Source: an optimization exercise on an open RTL-to-GDS flow (aim: small area). Production flows keep margins and buffers that such runs may drop.
Only simulation tests tie the RTL to the original design; equivalence was not proved.

==> flow/design.v (excerpt) <==
module cordic_pipeline(
    input  wire         clk,
    input  wire         rst,
    input  wire         valid_in,
    input  wire  signed [15:0] x_in,
    input  wire  signed [15:0] y_in,
    output reg   signed [15:0] magnitude,
    output reg          valid
);
Size: about 52 I/O pins, roughly 0.022 sq mm of cells after synthesis.
export LEC_CHECK = 0
export ABC_AREA = 1
export CAP_MARGIN = 20
export CORE_MARGIN = 2
export CORE_UTILIZATION = 60
export CTS_BUF_LIST = sky130_fd_sc_hd__clkbuf_8
export CTS_CLUSTER_DIAMETER = 60
export CTS_CLUSTER_SIZE = 20
export PLACE_DENSITY = 0.7
export SLEW_MARGIN = 20
export SYNTH_HIERARCHICAL = 1
export SYNTH_MINIMUM_KEEP_SIZE = 0
create_clock -name core_clock -period 5.0 [get_ports {clk}]
standard.sh (not shown) runs the stock make flow with config.mk's settings and CLKGATE_MAP_FILE= SYNTH_SCRIPT=/design/flow/synth_recipe.tcl, a recipe that flattens the netlist after the stock synthesis.
==> flow/flow/run.sh <==
#!/bin/bash
set -euo pipefail
CTS="-sink_clustering_enable -repair_clock_nets -dont_use_dummy_load"
CTS="$CTS -buf_list sky130_fd_sc_hd__clkbuf_4 -sink_clustering_size 12 -sink_clustering_max_diameter 45"
bash standard.sh "CTS_ARGS=$CTS" "BUFFER_PORTS_ARGS=-buffer_cell sky130_fd_sc_hd__buf_1" RECOVER_POWER=100 finish > flow_make.log 2>&1
Edit:
--- a/flow/flow/run.sh
+++ b/flow/flow/run.sh
@@ -4 +4 @@
-CTS="$CTS -buf_list sky130_fd_sc_hd__clkbuf_4 -sink_clustering_size 12 -sink_clustering_max_diameter 45"
+CTS="$CTS -buf_list sky130_fd_sc_hd__clkbuf_8 -sink_clustering_size 20 -sink_clustering_max_diameter 60"
- non-clock buffer count decreases by 1
- design area goes up by 0.39%
- die area does not change
- routed wire length stays flat
- setup slack gains 0.012 ns
- via count fell by about 0.55%
- first-iteration DRC count goes up by about 6%
- flip-flop and latch count does not change
- sequential share of layout area drops by 0.14 points
- count of clock-buffer cells in the layout fell by 14
- critical path depth stays the same
Edit:
--- a/flow/flow/run.sh
+++ b/flow/flow/run.sh
@@ -4 +4 @@
-CTS="$CTS -buf_list sky130_fd_sc_hd__clkbuf_8 -sink_clustering_size 20 -sink_clustering_max_diameter 60"
+CTS="$CTS -buf_list sky130_fd_sc_hd__clkbuf_4 -sink_clustering_size 10 -sink_clustering_max_diameter 40"
Effect: Die area stays the same. Non-clock buffer count goes up by 1. Clock skew goes down by 0.018 ns. Core utilization hardly moves. Global-route usage goes up by 0.31 points. Cell area barely changes. Sequential share of layout area hardly moves. Clock-buffer cell count goes up by 20. Fmax goes up by 0.66%. Flip-flop and latch count stays the same.
Edit:
--- a/flow/flow/run.sh
+++ b/flow/flow/run.sh
@@ -4 +4 @@
-CTS="$CTS -buf_list sky130_fd_sc_hd__clkbuf_4 -sink_clustering_size 10 -sink_clustering_max_diameter 40"
+CTS="$CTS -buf_list sky130_fd_sc_hd__clkbuf_4 -sink_clustering_size 12 -sink_clustering_max_diameter 45"
What happened: Worst setup slack got worse by 0.043 ns. Sequential share of layout area stays flat. Utilization is lower by 0.15 points. Critical path depth stays the same.

* * *

## oak
cordic_pipeline, a different RTL version from the one above (not shown whole).
Size in the first run: ~1,900 cells after synthesis, roughly 430 flip-flops, roughly 22,000 µm² of cells after synthesis.
clock: 5.0 ns
lec_check: 0
cap_margin: 20
core_margin: 2
core_utilization: 60
cts_buf_list: sky130_fd_sc_hd__clkbuf_8
cts_cluster_diameter: 60
cts_cluster_size: 20
place_density: 0.7
slew_margin: 20
synth_hierarchical: 1
synth_minimum_keep_size: 0
==> flow/flow/run.sh <==
#!/bin/bash
set -euo pipefail
CTS="-sink_clustering_enable -repair_clock_nets -dont_use_dummy_load"
CTS="$CTS -buf_list sky130_fd_sc_hd__clkbuf_8 -sink_clustering_size 20 -sink_clustering_max_diameter 60"
bash standard.sh "CTS_ARGS=$CTS" "BUFFER_PORTS_ARGS=-buffer_cell sky130_fd_sc_hd__buf_1" RECOVER_POWER=100 finish > flow_make.log 2>&1
oak ran to completion and came out clean on the timing, design-rule and antenna checks.
Setup changes, oak to pine
Settings: PLACE_DENSITY changed from 0.7 to 0.82; CORE_UTILIZATION changed from 60 to 72.
==> flow/flow/run.sh <==
#!/bin/bash
set -euo pipefail
CTS="-sink_clustering_enable -repair_clock_nets -dont_use_dummy_load"
CTS="$CTS -buf_list sky130_fd_sc_hd__clkbuf_8 -sink_clustering_size 20 -sink_clustering_max_diameter 60"
bash standard.sh "CTS_ARGS=$CTS" "BUFFER_PORTS_ARGS=-buffer_cell sky130_fd_sc_hd__buf_1" finish > flow_make.log 2>&1
==> run summary <==
Going from oak to pine, worst setup slack has decreased, fmax essentially unchanged, maximum clock path buffer count flat.
[inputs] birch vs pine
Settings: swapping 20 for 5 in SLEW_MARGIN; swapping 72 for 60 in CORE_UTILIZATION; swapping 0.82 for 0.7 in PLACE_DENSITY; swapping 20 for 5 in CAP_MARGIN.
## What came out
The final reports for birch and pine show clock latency on the worst-skew pair lower in the former.
The sequential share of layout area of birch falls short of that of pine by 0.16 points.
Chip width (lower): pine
Count of non-filler cells in the finished layout in birch vs pine: up 78
The number of design-rule violations left by the first detailed-router iteration number comes out higher for pine vs birch.

* * *

Setup of exp/nickel:
cordic_pipeline again, from the RTL that the note above started with.
clock: 5.0 ns
lec_check: 0
cap_margin: 20
core_margin: 2
core_utilization: 60
cts_buf_list: sky130_fd_sc_hd__clkbuf_8
cts_cluster_diameter: 60
cts_cluster_size: 20
place_density: 0.7
slew_margin: 20
synth_hierarchical: 1
synth_minimum_keep_size: 0
run.sh (not shown) runs the stock make flow with config.mk's settings and CLKGATE_MAP_FILE= SYNTH_SCRIPT=/design/flow/synth_recipe.tcl, a recipe that flattens the netlist after the stock synthesis.
Stock flow here: none of the scripts above is used.
The following lists how exp/cedar was set up differently from exp/nickel:
==> flow/flow/run.sh (new file) <==
#!/bin/bash
set -euo pipefail
CTS="-sink_clustering_enable -repair_clock_nets -dont_use_dummy_load"
CTS="$CTS -buf_list sky130_fd_sc_hd__clkbuf_8 -sink_clustering_size 20 -sink_clustering_max_diameter 60"
bash standard.sh "CTS_ARGS=$CTS" finish > flow_make.log 2>&1
==> flow/standard.sh (new file) <==
#!/bin/bash
# synth_recipe.tcl (not shown) runs the flow's synth.tcl, then flattens the netlist and writes it again
# the make line also repeats each setting of config.mk as NAME=value (left out here)
make -C /OpenROAD-flow-scripts/flow DESIGN_CONFIG=/design/flow/config.mk WORK_HOME=/design/flow/orfs CLKGATE_MAP_FILE= SYNTH_SCRIPT=/design/flow/synth_recipe.tcl "${@:-finish}"
removed: flow/run.sh
Results
- Side by side, routed wire length turned out lower in exp/cedar than in exp/nickel.
- Between exp/cedar and exp/nickel, it is exp/cedar whose area of combinational cells with multiple inputs is higher, by 0.37%.
- Max fraction of area in registers across exp/nickel and exp/cedar: exp/cedar
- exp/nickel leaves more setup margin than exp/cedar.
- exp/cedar -> exp/nickel: clock latency on the worst-skew pair flat
Modified inputs, exp/fjord compared to exp/cedar
==> flow/flow/run.sh <==
#!/bin/bash
set -euo pipefail
CTS="-sink_clustering_enable -repair_clock_nets -dont_use_dummy_load"
CTS="$CTS -buf_list {sky130_fd_sc_hd__clkbuf_4 sky130_fd_sc_hd__clkbuf_8} -sink_clustering_size 16 -sink_clustering_max_diameter 50"
bash standard.sh "CTS_ARGS=$CTS" "BUFFER_PORTS_ARGS=-buffer_cell sky130_fd_sc_hd__buf_1" finish > flow_make.log 2>&1
## What came out
- Number of global-route vias before repair was lower in the run labelled exp/cedar.
- Diff exp/cedar..exp/fjord | number of nets in the layout | negligible
- Clock skew (lower): exp/cedar
- Of exp/fjord and exp/cedar, exp/cedar shows the higher worst slew margin relative to its limit, with exp/fjord below it.
- Diff exp/fjord..exp/cedar | die height | unchanged
- Compared with exp/cedar, in exp/fjord setup slack held steady, number of inverters outside the clock class in the layout held steady, met3 layer usage reported by global route grew by 0.91 points, clock transition at the registers of the reported paths held steady.
For exp/indigo, these inputs were changed with respect to exp/fjord:
--- a/flow/flow/run.sh
+++ b/flow/flow/run.sh
@@ -4 +4 @@
-CTS="$CTS -buf_list {sky130_fd_sc_hd__clkbuf_4 sky130_fd_sc_hd__clkbuf_8} -sink_clustering_size 16 -sink_clustering_max_diameter 50"
+CTS="$CTS -buf_list sky130_fd_sc_hd__clkbuf_16 -sink_clustering_size 28 -sink_clustering_max_diameter 70"
Notes after the runs:
Comparing exp/indigo against exp/fjord, there is no change at all in part of the Yosys area used for sequential elements.
[inputs] exp/sierra vs exp/indigo
==> flow/flow/run.sh <==
#!/bin/bash
set -euo pipefail
CTS="-sink_clustering_enable -repair_clock_nets -dont_use_dummy_load"
CTS="$CTS -buf_list sky130_fd_sc_hd__clkbuf_8 -sink_clustering_size 20 -sink_clustering_max_diameter 60"
bash standard.sh "CTS_ARGS=$CTS" "BUFFER_PORTS_ARGS=-buffer_cell sky130_fd_sc_hd__buf_1" RECOVER_POWER=100 finish > flow_make.log 2>&1
==> run summary <==
exp/sierra vs exp/indigo, maximum level of the CTS H-tree went up by 1. exp/sierra vs exp/indigo: synthesis-to-layout area growth down. Total number of cells along the worst setup path: lower on exp/sierra. Setup slack: exp/sierra more than exp/indigo.
For exp/willow, these inputs were changed with respect to exp/sierra:
--- a/flow/flow/run.sh
+++ b/flow/flow/run.sh
@@ -5 +5 @@
-bash standard.sh "CTS_ARGS=$CTS" "BUFFER_PORTS_ARGS=-buffer_cell sky130_fd_sc_hd__buf_1" RECOVER_POWER=100 finish > flow_make.log 2>&1
+bash standard.sh "CTS_ARGS=$CTS" "BUFFER_PORTS_ARGS=-buffer_cell sky130_fd_sc_hd__buf_1" finish > flow_make.log 2>&1
Findings:
Compared exp/willow against exp/sierra; worst hold slack within noise. Comparing exp/willow against exp/sierra, there is no change at all in overall overflow remaining after global route. Wire length across exp/sierra and exp/willow: no real change. exp/sierra → exp/willow: critical path depth held, final area held, synthesis-to-finish area growth went up 0.18 points. Comparing exp/willow with exp/sierra, the non-clock buffer contribution to total cell area came out essentially unchanged.

port drivers added, routing unchanged:
Ports are ideal in the flow. The routed layouts listed here were re-timed in OpenROAD. Step 1: set_driving_cell puts a clkbuf_16 on clk and a buf_2 on each other input, an assumption about the parent block. Step 2 also shifts input and output timing later by t, the mid clock arrival at the registers, as if the neighbouring blocks saw the same clock. Slacks: ideal ports / drivers / drivers and shift; pairs: ideal ports / drivers.
| run | t (ns) | setup slack, ns | hold WS [ns] | clock arrival spread, ns | worst register clock-pin slew, ns |
|---|---|---|---|---|---|
| the first run of note 1 | 0.724 | 0.222 / 0.222 / 0.134 | 0.377 / 0.377 / 0.377 | 0.081 / 0.081 | 0.12 / 0.12 |
| the second run of note 1 | 0.579 | 0.234 / 0.234 / 0.116 | 0.408 / 0.408 / 0.408 | 0.072 / 0.072 | 0.11 / 0.11 |
| the third run of note 1 | 0.785 | 0.265 / 0.249 / 0.094 | 0.404 / 0.387 / 0.404 | 0.062 / 0.061 | 0.11 / 0.11 |
| the fourth run of note 1 | 0.724 | 0.222 / 0.222 / 0.134 | 0.377 / 0.377 / 0.377 | 0.081 / 0.081 | 0.12 / 0.12 |
| oak | 0.590 | 0.090 / 0.041 / 0.126 | 0.402 / 0.402 / 0.402 | 0.059 / 0.059 | 0.12 / 0.12 |
| pine | 0.637 | 0.082 / 0.034 / 0.045 | 0.450 / 0.450 / 0.450 | 0.043 / 0.043 | 0.12 / 0.12 |
| birch | 0.590 | 0.082 / 0.034 / 0.142 | 0.402 / 0.402 / 0.402 | 0.059 / 0.059 | 0.12 / 0.12 |
| exp/nickel | 0.605 | 0.089 / 0.039 / -0.072 | 0.442 / 0.442 / 0.442 | 0.033 / 0.033 | 0.12 / 0.12 |
| exp/cedar | 0.583 | 0.081 / 0.031 / -0.086 | 0.401 / 0.401 / 0.401 | 0.067 / 0.067 | 0.12 / 0.12 |
| exp/fjord | 0.634 | 0.083 / 0.034 / 0.162 | 0.413 / 0.413 / 0.413 | 0.070 / 0.070 | 0.10 / 0.10 |
| exp/indigo | 0.615 | 0.061 / 0.008 / 0.153 | 0.434 / 0.434 / 0.434 | 0.069 / 0.069 | 0.10 / 0.10 |
| exp/sierra | 0.590 | 0.090 / 0.041 / 0.126 | 0.402 / 0.402 / 0.402 | 0.059 / 0.059 | 0.12 / 0.12 |
| exp/willow | 0.589 | 0.084 / 0.036 / 0.149 | 0.402 / 0.402 / 0.402 | 0.059 / 0.060 | 0.12 / 0.12 |
Met with ideal ports but missed after step 2: setup timing in exp/nickel and exp/cedar. The setup slack of the third run of note 1, which loses most, moves by -0.016 ns with the drivers and by -0.171 ns with both steps.
